Context: an optimization exercise on an open-source flow, tuned for small area. The choices shown serve that exercise and are no tape-out recipe. Function was checked by simulation only, so behaviour that the tests miss may differ from the original. The clock port is modelled as an ideal driver, which makes a skipped or thinned clock tree look cheaper than it is; a real chip needs a root buffer or a tree.

==> flow/design.v (excerpt) <==
module Vending_Machine(input clk, input rst, input RxD, output [6:0] out, output [3:0] en, output indicator);
clock: 10.0 ns
lec_check: 0
cap_margin: 20
core_margin: 2
core_utilization: 70
gpl_timing_driven: 0
slew_margin: 20
standard.sh (not shown) runs the stock make flow with config.mk's settings and CLKGATE_MAP_FILE= SYNTH_SCRIPT=/design/flow/synth_recipe.tcl, a recipe that flattens the netlist after the stock synthesis.
==> flow/flow/run.sh <==
#!/bin/bash
# Own layout flow: the standard ORFS flow (standard.sh) with these changes:
#  - synthesis leaves adders to ABC (no ADDER_MAP_FILE) and maps the logic with an
#    area-oriented ABC script (flow/abc_area.script) instead of ORFS's delay-oriented
#    one; the registers are the standard synthesis's
#  - ports are buffered with sky130_fd_sc_hd__buf_1
#  - the clock tree is built by flow/manual_cts.tcl (a root inverter and six
#    leaf inverters, one per region of flip-flops) in place of clock_tree_synthesis;
#    the rest of the CTS step (legalisation, timing repair) is ORFS's
# Each tool writes its own log under orfs/logs/; make's output is in flow_make.log.
set -euo pipefail
W=$(pwd)
rm -rf "$W/scripts"
cp -r "$FLOW_HOME/scripts" "$W/scripts"
cp "$W/flow/abc_area.script" "$W/scripts/abc_speed.script"
cp "$W/flow/manual_cts.tcl" "$W/scripts/manual_cts.tcl"
sed -i 's|^log_cmd clock_tree_synthesis {\*}\$cts_args$|source $::env(SCRIPTS_DIR)/manual_cts.tcl|' "$W/scripts/cts.tcl"
grep -q manual_cts.tcl "$W/scripts/cts.tcl"
export MCTS_CLK=clk MCTS_NLEAF=6 MCTS_LEAF=sky130_fd_sc_hd__inv_8 MCTS_ROOT=sky130_fd_sc_hd__inv_12
export BUFFER_PORTS_ARGS="-buffer_cell sky130_fd_sc_hd__buf_1"
bash "$W/standard.sh" "SCRIPTS_DIR=$W/scripts" "ADDER_MAP_FILE=" finish > "$W/flow_make.log" 2>&1
==> flow/flow/manual_cts.tcl <==
# Clock tree for a small design, in place of clock_tree_synthesis: the clock
# port drives one root inverter, which drives MCTS_NLEAF leaf inverters, each
# driving the flip-flops of one region (two inversions, so every flip-flop sees
# the clock's own polarity). The regions split the sinks into groups of equal
# size by recursive bisection along the longer side.
set nleaf $::env(MCTS_NLEAF)
set leafcell $::env(MCTS_LEAF)
set rootcell $::env(MCTS_ROOT)
set block [ord::get_db_block]
set db [ord::get_db]
set clknet [$block findNet $::env(MCTS_CLK)]
$clknet setSigType CLOCK
set sinks {}
foreach it [$clknet getITerms] {
  set inst [$it getInst]
  set bb [$inst getBBox]
  lappend sinks [list [expr { ([$bb xMin] + [$bb xMax]) / 2 }] [expr { ([$bb yMin] + [$bb yMax]) / 2 }] $it]
}
puts "manual cts: [llength $sinks] sinks, root $rootcell, $nleaf leaves of $leafcell"
proc bisect { items parts } {
  if { $parts <= 1 } { return [list $items] }
  set xs {}; set ys {}
  foreach s $items { lappend xs [lindex $s 0]; lappend ys [lindex $s 1] }
  set xs [lsort -integer $xs]; set ys [lsort -integer $ys]
  set idx [expr { ([lindex $xs end] - [lindex $xs 0]) >= ([lindex $ys end] - [lindex $ys 0]) ? 0 : 1 }]
  set items [lsort -integer -index $idx $items]
  set p1 [expr { $parts / 2 }]
  set p2 [expr { $parts - $p1 }]
  set n1 [expr { ([llength $items] * $p1) / $parts }]
  return [concat [bisect [lrange $items 0 [expr { $n1 - 1 }]] $p1] [bisect [lrange $items $n1 end] $p2]]
}
set groups [bisect $sinks $nleaf]
proc place_at { inst x y } {
  $inst setLocation $x $y
  $inst setPlacementStatus PLACED
}
# root
set rinst [odb::dbInst_create $block [$db findMaster $rootcell] "clkinv_root"]
set rnet [odb::dbNet_create $block "clknet_root"]
$rnet setSigType CLOCK
[$rinst findITerm A] connect $clknet
[$rinst findITerm Y] connect $rnet
set lmaster [$db findMaster $leafcell]
set i 0
set ax 0; set ay 0
foreach g $groups {
  set sx 0; set sy 0
  foreach s $g { incr sx [lindex $s 0]; incr sy [lindex $s 1] }
  set cx [expr { $sx / [llength $g] }]
  set cy [expr { $sy / [llength $g] }]
  set inst [odb::dbInst_create $block $lmaster "clkinv_leaf_$i"]
  set net [odb::dbNet_create $block "clknet_leaf_$i"]
  $net setSigType CLOCK
  foreach s $g {
    set it [lindex $s 2]
    $it disconnect
    $it connect $net
  }
  [$inst findITerm A] connect $rnet
  [$inst findITerm Y] connect $net
  place_at $inst $cx $cy
  incr ax $cx; incr ay $cy
  puts "manual cts: clkinv_leaf_$i at ($cx, $cy) drives [llength $g] sinks"
  incr i
}
place_at $rinst [expr { $ax / $nleaf }] [expr { $ay / $nleaf }]
set_propagated_clock [all_clocks]
Other scripts of this flow, unchanged in this note and not shown: flow/flow/abc_area.script
The starting point finished with timing, DRC and antenna clean.
Then changed:
--- a/flow/flow/run.sh
+++ b/flow/flow/run.sh
@@ -5,5 +5,5 @@
 #    one; the registers are the standard synthesis's
 #  - ports are buffered with sky130_fd_sc_hd__buf_1
-#  - the clock tree is built by flow/manual_cts.tcl (a root inverter and six
+#  - the clock tree is built by flow/manual_cts.tcl (a root inverter and five
 #    leaf inverters, one per region of flip-flops) in place of clock_tree_synthesis;
 #    the rest of the CTS step (legalisation, timing repair) is ORFS's
@@ -17,5 +17,5 @@
 sed -i 's|^log_cmd clock_tree_synthesis {\*}\$cts_args$|source $::env(SCRIPTS_DIR)/manual_cts.tcl|' "$W/scripts/cts.tcl"
 grep -q manual_cts.tcl "$W/scripts/cts.tcl"
-export MCTS_CLK=clk MCTS_NLEAF=6 MCTS_LEAF=sky130_fd_sc_hd__inv_8 MCTS_ROOT=sky130_fd_sc_hd__inv_12
+export MCTS_CLK=clk MCTS_NLEAF=5 MCTS_LEAF=sky130_fd_sc_hd__inv_8 MCTS_ROOT=sky130_fd_sc_hd__inv_12
 export BUFFER_PORTS_ARGS="-buffer_cell sky130_fd_sc_hd__buf_1"
 bash "$W/standard.sh" "SCRIPTS_DIR=$W/scripts" "ADDER_MAP_FILE=" finish > "$W/flow_make.log" 2>&1
Die area is unchanged.
Setup slack stays flat.
Sequential share of layout area climbs by 0.12 points.
Worst hold slack stays flat.
In every run of this note, the design's own scripts or RTL, not TritonCTS, make the clock network.

Vending_Machine, a different RTL version from the one above (not shown whole).
For scale: ~120 flip-flops, about 15 I/O pins, roughly 5300 um^2 of cells after synthesis.
Design Vending_Machine, start of the top module:
module Vending_Machine(input clk, input rst, input RxD, output [6:0] out, output [3:0] en, output indicator);
reg [7:0] c;
wire tk = &c;
wire ph3 = c[1] & c[0];
wire ph1 = ~c[1] & c[0];
wire evc = (c == 8'd57);           
always @(posedge clk)
  if (rst) c <= 8'd156;
  else c <= (c + 8'd1) | {2'b00, {3{tk}}, 3'b000};
reg [2:0] q;
reg sel;
wire tick1 = tk & q[2];
always @(posedge clk)
  if (rst) begin q <= 3'd2; sel <= 1'b0; end
  else if (tk) begin q <= q[2] ? 3'd0 : q + 3'd1; sel <= ~sel; end
reg r;
reg [5:0] p;
reg [9:1] S;
wire idle = p[5] & p[3];
wire sh = ph3 & ~idle & (p[1:0] == 2'b01);
always @(posedge clk) begin
  r <= RxD;
  if (rst) p <= 6'd40;
  else if (ph3) begin
    if (idle) begin if (~r) p <= 6'd0; end
    else p <= p + 6'd1;
  end
  if (rst) S <= 9'd0;
  else if (sh) S <= {RxD, S[9:2]};
end
wire one, five, ten, stop, reset;
UART #(8'd97)  U1 (clk, rst, S[8:1], sh, ph1, ph3, tk, evc, one);
UART #(8'd98)  U2 (clk, rst, S[8:1], sh, ph1, ph3, tk, evc, five);
UART #(8'd99)  U3 (clk, rst, S[8:1], sh, ph1, ph3, tk, evc, ten);
  ...
==> flow/config.mk <==
export PLATFORM = sky130hd
export DESIGN_NAME = Vending_Machine
export DESIGN_NICKNAME = Vending_Machine
export VERILOG_FILES = /design/flow/design.v
export SDC_FILE = /design/flow/constraint.sdc
export NUM_CORES = 4
export LEC_CHECK = 0
export CAP_MARGIN = 20
export CORE_MARGIN = 2
export CORE_UTILIZATION = 85
export CTS_BUF_LIST = sky130_fd_sc_hd__clkbuf_8
export CTS_CLUSTER_SIZE = 30
export SLEW_MARGIN = 20
==> flow/constraint.sdc <==
create_clock -name core_clock -period 10.0 [get_ports {clk}]
set_input_delay 2.0000 -clock core_clock [delete_from_list [all_inputs] [get_ports {clk}]]
set_output_delay 2.0000 -clock core_clock [all_outputs]
set_load 0.01 [all_outputs]
run.sh (not shown) runs the stock make flow with config.mk's settings and CLKGATE_MAP_FILE= SYNTH_SCRIPT=/design/flow/synth_recipe.tcl, a recipe that flattens the netlist after the stock synthesis.
Stock flow here: none of the scripts above is used.
The baseline never finished: it broke off in clock tree synthesis (DPL-0033).
Then changed:
Settings changed: CORE_UTILIZATION 85 to 80, CTS_BUF_LIST sky130_fd_sc_hd__clkbuf_8 to sky130_fd_sc_hd__clkbuf_4, CTS_CLUSTER_SIZE 30 to 20.
Effect: The new run ran to the end with no violations. Area after synthesis stays the same. Synthesized cell count is unchanged.

Vending_Machine, a different RTL version from the one above (not shown whole).
For scale: about 490 cells after synthesis.
==> flow/config.mk <==
export PLATFORM = sky130hd
export DESIGN_NAME = Vending_Machine
export DESIGN_NICKNAME = Vending_Machine
export VERILOG_FILES = /design/flow/design.v
export SDC_FILE = /design/flow/constraint.sdc
export NUM_CORES = 4
export LEC_CHECK = 0
export CAP_MARGIN = 20
export CORE_MARGIN = 2
export CORE_UTILIZATION = 70
export GPL_TIMING_DRIVEN = 0
export SLEW_MARGIN = 20
==> flow/constraint.sdc <==
create_clock -name core_clock -period 10.0 [get_ports {clk}]
set_input_delay 2.0000 -clock core_clock [delete_from_list [all_inputs] [get_ports {clk}]]
set_output_delay 2.0000 -clock core_clock [all_outputs]
set_load 0.01 [all_outputs]
standard.sh (not shown) runs the stock make flow with config.mk's settings and CLKGATE_MAP_FILE= SYNTH_SCRIPT=/design/flow/synth_recipe.tcl, a recipe that flattens the netlist after the stock synthesis.
==> flow/flow/run.sh <==
#!/bin/bash
# Own layout flow: the standard ORFS flow (standard.sh) with these changes:
#  - synthesis leaves adders to ABC (no ADDER_MAP_FILE) and maps the logic with an
#    area-oriented ABC script (flow/abc_area.script) instead of ORFS's delay-oriented
#    one. It runs eight times (four at a time) with eight random seeds of the
#    script's &deepsyn, and the smallest netlist goes on to the layout. The registers are
#    the standard synthesis's in every run (ABC does not touch them).
#  - ports, and wires that pass straight to a port, are buffered with
#    sky130_fd_sc_hd__buf_1
#  - the clock tree is built by flow/manual_cts.tcl (a root inverter and five
#    leaf inverters, one per region of flip-flops) in place of clock_tree_synthesis;
#    the rest of the CTS step (legalisation, timing repair) is ORFS's
# Each tool writes its own log under orfs/logs/ (alt1..7/logs/ for the other
# synthesis runs); make's output is in synth_*.log and flow_make.log.
set -euo pipefail
W=$(pwd)
RES=results/sky130hd/Vending_Machine/base
mk_scripts() {
  rm -rf "$1"
  cp -r "$FLOW_HOME/scripts" "$1"
  sed "s/@SEED@/$2/" "$W/flow/abc_area.script" > "$1/abc_speed.script"
  cp "$W/flow/manual_cts.tcl" "$1/manual_cts.tcl"
  sed -i 's|^log_cmd clock_tree_synthesis {\*}\$cts_args$|source $::env(SCRIPTS_DIR)/manual_cts.tcl|' "$1/cts.tcl"
  grep -q manual_cts.tcl "$1/cts.tcl"
}
export MCTS_CLK=clk MCTS_NLEAF=5 MCTS_LEAF=sky130_fd_sc_hd__inv_8 MCTS_ROOT=sky130_fd_sc_hd__inv_8
export BUFFER_PORTS_ARGS="-buffer_cell sky130_fd_sc_hd__buf_1"
ARGS=("ADDER_MAP_FILE=" "MIN_BUF_CELL_AND_PORTS=sky130_fd_sc_hd__buf_1 A X")
for s in 0 1 2 3 4 5 6 7; do mk_scripts "$W/scripts$s" $s; done
# seed 0 in the standard flow's own work folder (orfs), seeds 1..7 in alt1..alt7, four at a time
run_alt() {
  sed "s|WORK_HOME=$W/orfs |WORK_HOME=$W/alt$1 |" "$W/standard.sh" > "$W/standard_alt$1.sh"
  grep -q "WORK_HOME=$W/alt$1 " "$W/standard_alt$1.sh"
  bash "$W/standard_alt$1.sh" "SCRIPTS_DIR=$W/scripts$1" "${ARGS[@]}" synth > "$W/synth_alt$1.log" 2>&1
}
pids=()
for s in 1 2 3; do run_alt $s & pids+=($!); done
bash "$W/standard.sh" "SCRIPTS_DIR=$W/scripts0" "${ARGS[@]}" synth > "$W/synth_0.log" 2>&1
for p in "${pids[@]}"; do wait "$p" || true; done
pids=()
for s in 4 5 6 7; do run_alt $s & pids+=($!); done
for p in "${pids[@]}"; do wait "$p" || true; done
area() {
  grep -oE "Chip area for module .*: [0-9.]+" "$1/reports/sky130hd/Vending_Machine/base/synth_stat.txt" 2>/dev/null \
    | grep -oE '[0-9.]+$' || echo 1e9
}
best=orfs
ba=$(area "$W/orfs")
msg="orfs $ba"
for s in 1 2 3 4 5 6 7; do
  a=$(area "$W/alt$s")
  msg="$msg alt$s $a"
  if [[ -s "$W/alt$s/$RES/1_2_yosys.v" ]] && awk "BEGIN { exit !($a < $ba) }"; then best=alt$s; ba=$a; fi
done
echo "synthesis areas: $msg; using $best" | tee "$W/synth_choice.log"
if [[ $best != orfs ]]; then
  cp "$W/$best/$RES/1_2_yosys.v" "$W/orfs/$RES/1_2_yosys.v"
  rm -f "$W/orfs/$RES/1_synth.odb" "$W/orfs/$RES/1_synth.sdc"
  touch "$W/orfs/$RES/1_2_yosys.v"
fi
bash "$W/standard.sh" "SCRIPTS_DIR=$W/scripts0" "${ARGS[@]}" finish > "$W/flow_make.log" 2>&1
Scripts as last shown in full above: flow/flow/manual_cts.tcl
Other scripts of this flow, unchanged in this note and not shown: flow/flow/abc_area.script
==> next run, changes <==
==> flow/flow/run.sh (replaced) <==
#!/bin/bash
# Own layout flow: the standard ORFS flow (standard.sh) with these changes:
#  - synthesis leaves adders to ABC (no ADDER_MAP_FILE) and maps the logic with an
#    area-oriented ABC script (flow/abc_area.script) instead of ORFS's delay-oriented
#    one. It runs four times in parallel with four random seeds of the script's
#    &deepsyn, and the smallest netlist goes on to the layout. The registers are
#    the standard synthesis's in every run (ABC does not touch them).
#  - ports, and wires that pass straight to a port, are buffered with
#    sky130_fd_sc_hd__buf_1
#  - the clock tree is built by flow/manual_cts.tcl (a root inverter and six
#    leaf inverters, one per region of flip-flops) in place of clock_tree_synthesis;
#    the rest of the CTS step (legalisation, timing repair) is ORFS's
# Each tool writes its own log under orfs/logs/ (alt1..3/logs/ for the other
# synthesis runs); make's output is in synth_*.log and flow_make.log.
set -euo pipefail
W=$(pwd)
RES=results/sky130hd/Vending_Machine/base
mk_scripts() {
  rm -rf "$1"
  cp -r "$FLOW_HOME/scripts" "$1"
  sed "s/@SEED@/$2/" "$W/flow/abc_area.script" > "$1/abc_speed.script"
  cp "$W/flow/manual_cts.tcl" "$1/manual_cts.tcl"
  sed -i 's|^log_cmd clock_tree_synthesis {\*}\$cts_args$|source $::env(SCRIPTS_DIR)/manual_cts.tcl|' "$1/cts.tcl"
  grep -q manual_cts.tcl "$1/cts.tcl"
}
export MCTS_CLK=clk MCTS_NLEAF=6 MCTS_LEAF=sky130_fd_sc_hd__inv_8 MCTS_ROOT=sky130_fd_sc_hd__inv_12
export BUFFER_PORTS_ARGS="-buffer_cell sky130_fd_sc_hd__buf_1"
ARGS=("ADDER_MAP_FILE=" "MIN_BUF_CELL_AND_PORTS=sky130_fd_sc_hd__buf_1 A X")
for s in 0 1 2 3; do mk_scripts "$W/scripts$s" $s; done
pids=()
for s in 1 2 3; do
  sed "s|WORK_HOME=$W/orfs |WORK_HOME=$W/alt$s |" "$W/standard.sh" > "$W/standard_alt$s.sh"
  grep -q "WORK_HOME=$W/alt$s " "$W/standard_alt$s.sh"
  bash "$W/standard_alt$s.sh" "SCRIPTS_DIR=$W/scripts$s" "${ARGS[@]}" synth > "$W/synth_alt$s.log" 2>&1 &
  pids+=($!)
done
bash "$W/standard.sh" "SCRIPTS_DIR=$W/scripts0" "${ARGS[@]}" synth > "$W/synth_0.log" 2>&1
for p in "${pids[@]}"; do wait "$p" || true; done
area() {
  grep -oE "Chip area for module .*: [0-9.]+" "$1/reports/sky130hd/Vending_Machine/base/synth_stat.txt" 2>/dev/null \
    | grep -oE '[0-9.]+$' || echo 1e9
}
best=orfs
ba=$(area "$W/orfs")
for s in 1 2 3; do
  a=$(area "$W/alt$s")
  if [[ -s "$W/alt$s/$RES/1_2_yosys.v" ]] && awk "BEGIN { exit !($a < $ba) }"; then best=alt$s; ba=$a; fi
done
echo "synthesis areas: orfs $(area "$W/orfs") alt1 $(area "$W/alt1") alt2 $(area "$W/alt2") alt3 $(area "$W/alt3"); using $best" | tee "$W/synth_choice.log"
if [[ $best != orfs ]]; then
  cp "$W/$best/$RES/1_2_yosys.v" "$W/orfs/$RES/1_2_yosys.v"
  rm -f "$W/orfs/$RES/1_synth.odb" "$W/orfs/$RES/1_synth.sdc"
  touch "$W/orfs/$RES/1_2_yosys.v"
fi
bash "$W/standard.sh" "SCRIPTS_DIR=$W/scripts0" "${ARGS[@]}" finish > "$W/flow_make.log" 2>&1
Worst setup slack gains 0.0074 ns.
Routed wire length is higher by 0.96%.
Cell count is higher by 0.69%.
Area after synthesis is unchanged.
Die area is unchanged.
Sequential share of layout area is lower by 0.16 points.
Fmax barely changes.
Critical path depth is lower by 2.
In every run of this note, the design's own scripts or RTL, not TritonCTS, make the clock network.

afterwards: timing with drivers on the ports:
How much do the figures lean on ideal ports? The routed layouts below were timed once more, with nothing changed but the port constraints. Step 1, drivers: a clkbuf_16 drives clk and a buf_2 each remaining input, both assumed. Step 2 also shifts input and output timing later by t, the mid clock arrival at the registers, as if the neighbouring blocks saw the same clock. Slacks: ideal ports / drivers / drivers and shift; pairs: ideal ports / drivers.
run	t, ns	setup WS [ns]	worst hold slack (ns)
the first run of note 1	0.209	6.115 / 6.059 / 6.267	0.457 / 0.457 / 0.457
the second run of note 1	0.214	6.114 / 6.056 / 6.271	0.458 / 0.458 / 0.458
the second run of note 2	0.552	5.034 / 5.003 / 5.554	0.478 / 0.478 / 0.478
the first run of note 3	0.221	5.288 / 5.240 / 5.460	0.457 / 0.457 / 0.457
the second run of note 3	0.206	5.295 / 5.240 / 5.446	0.461 / 0.461 / 0.461
After both steps setup and hold are still met in every run listed.
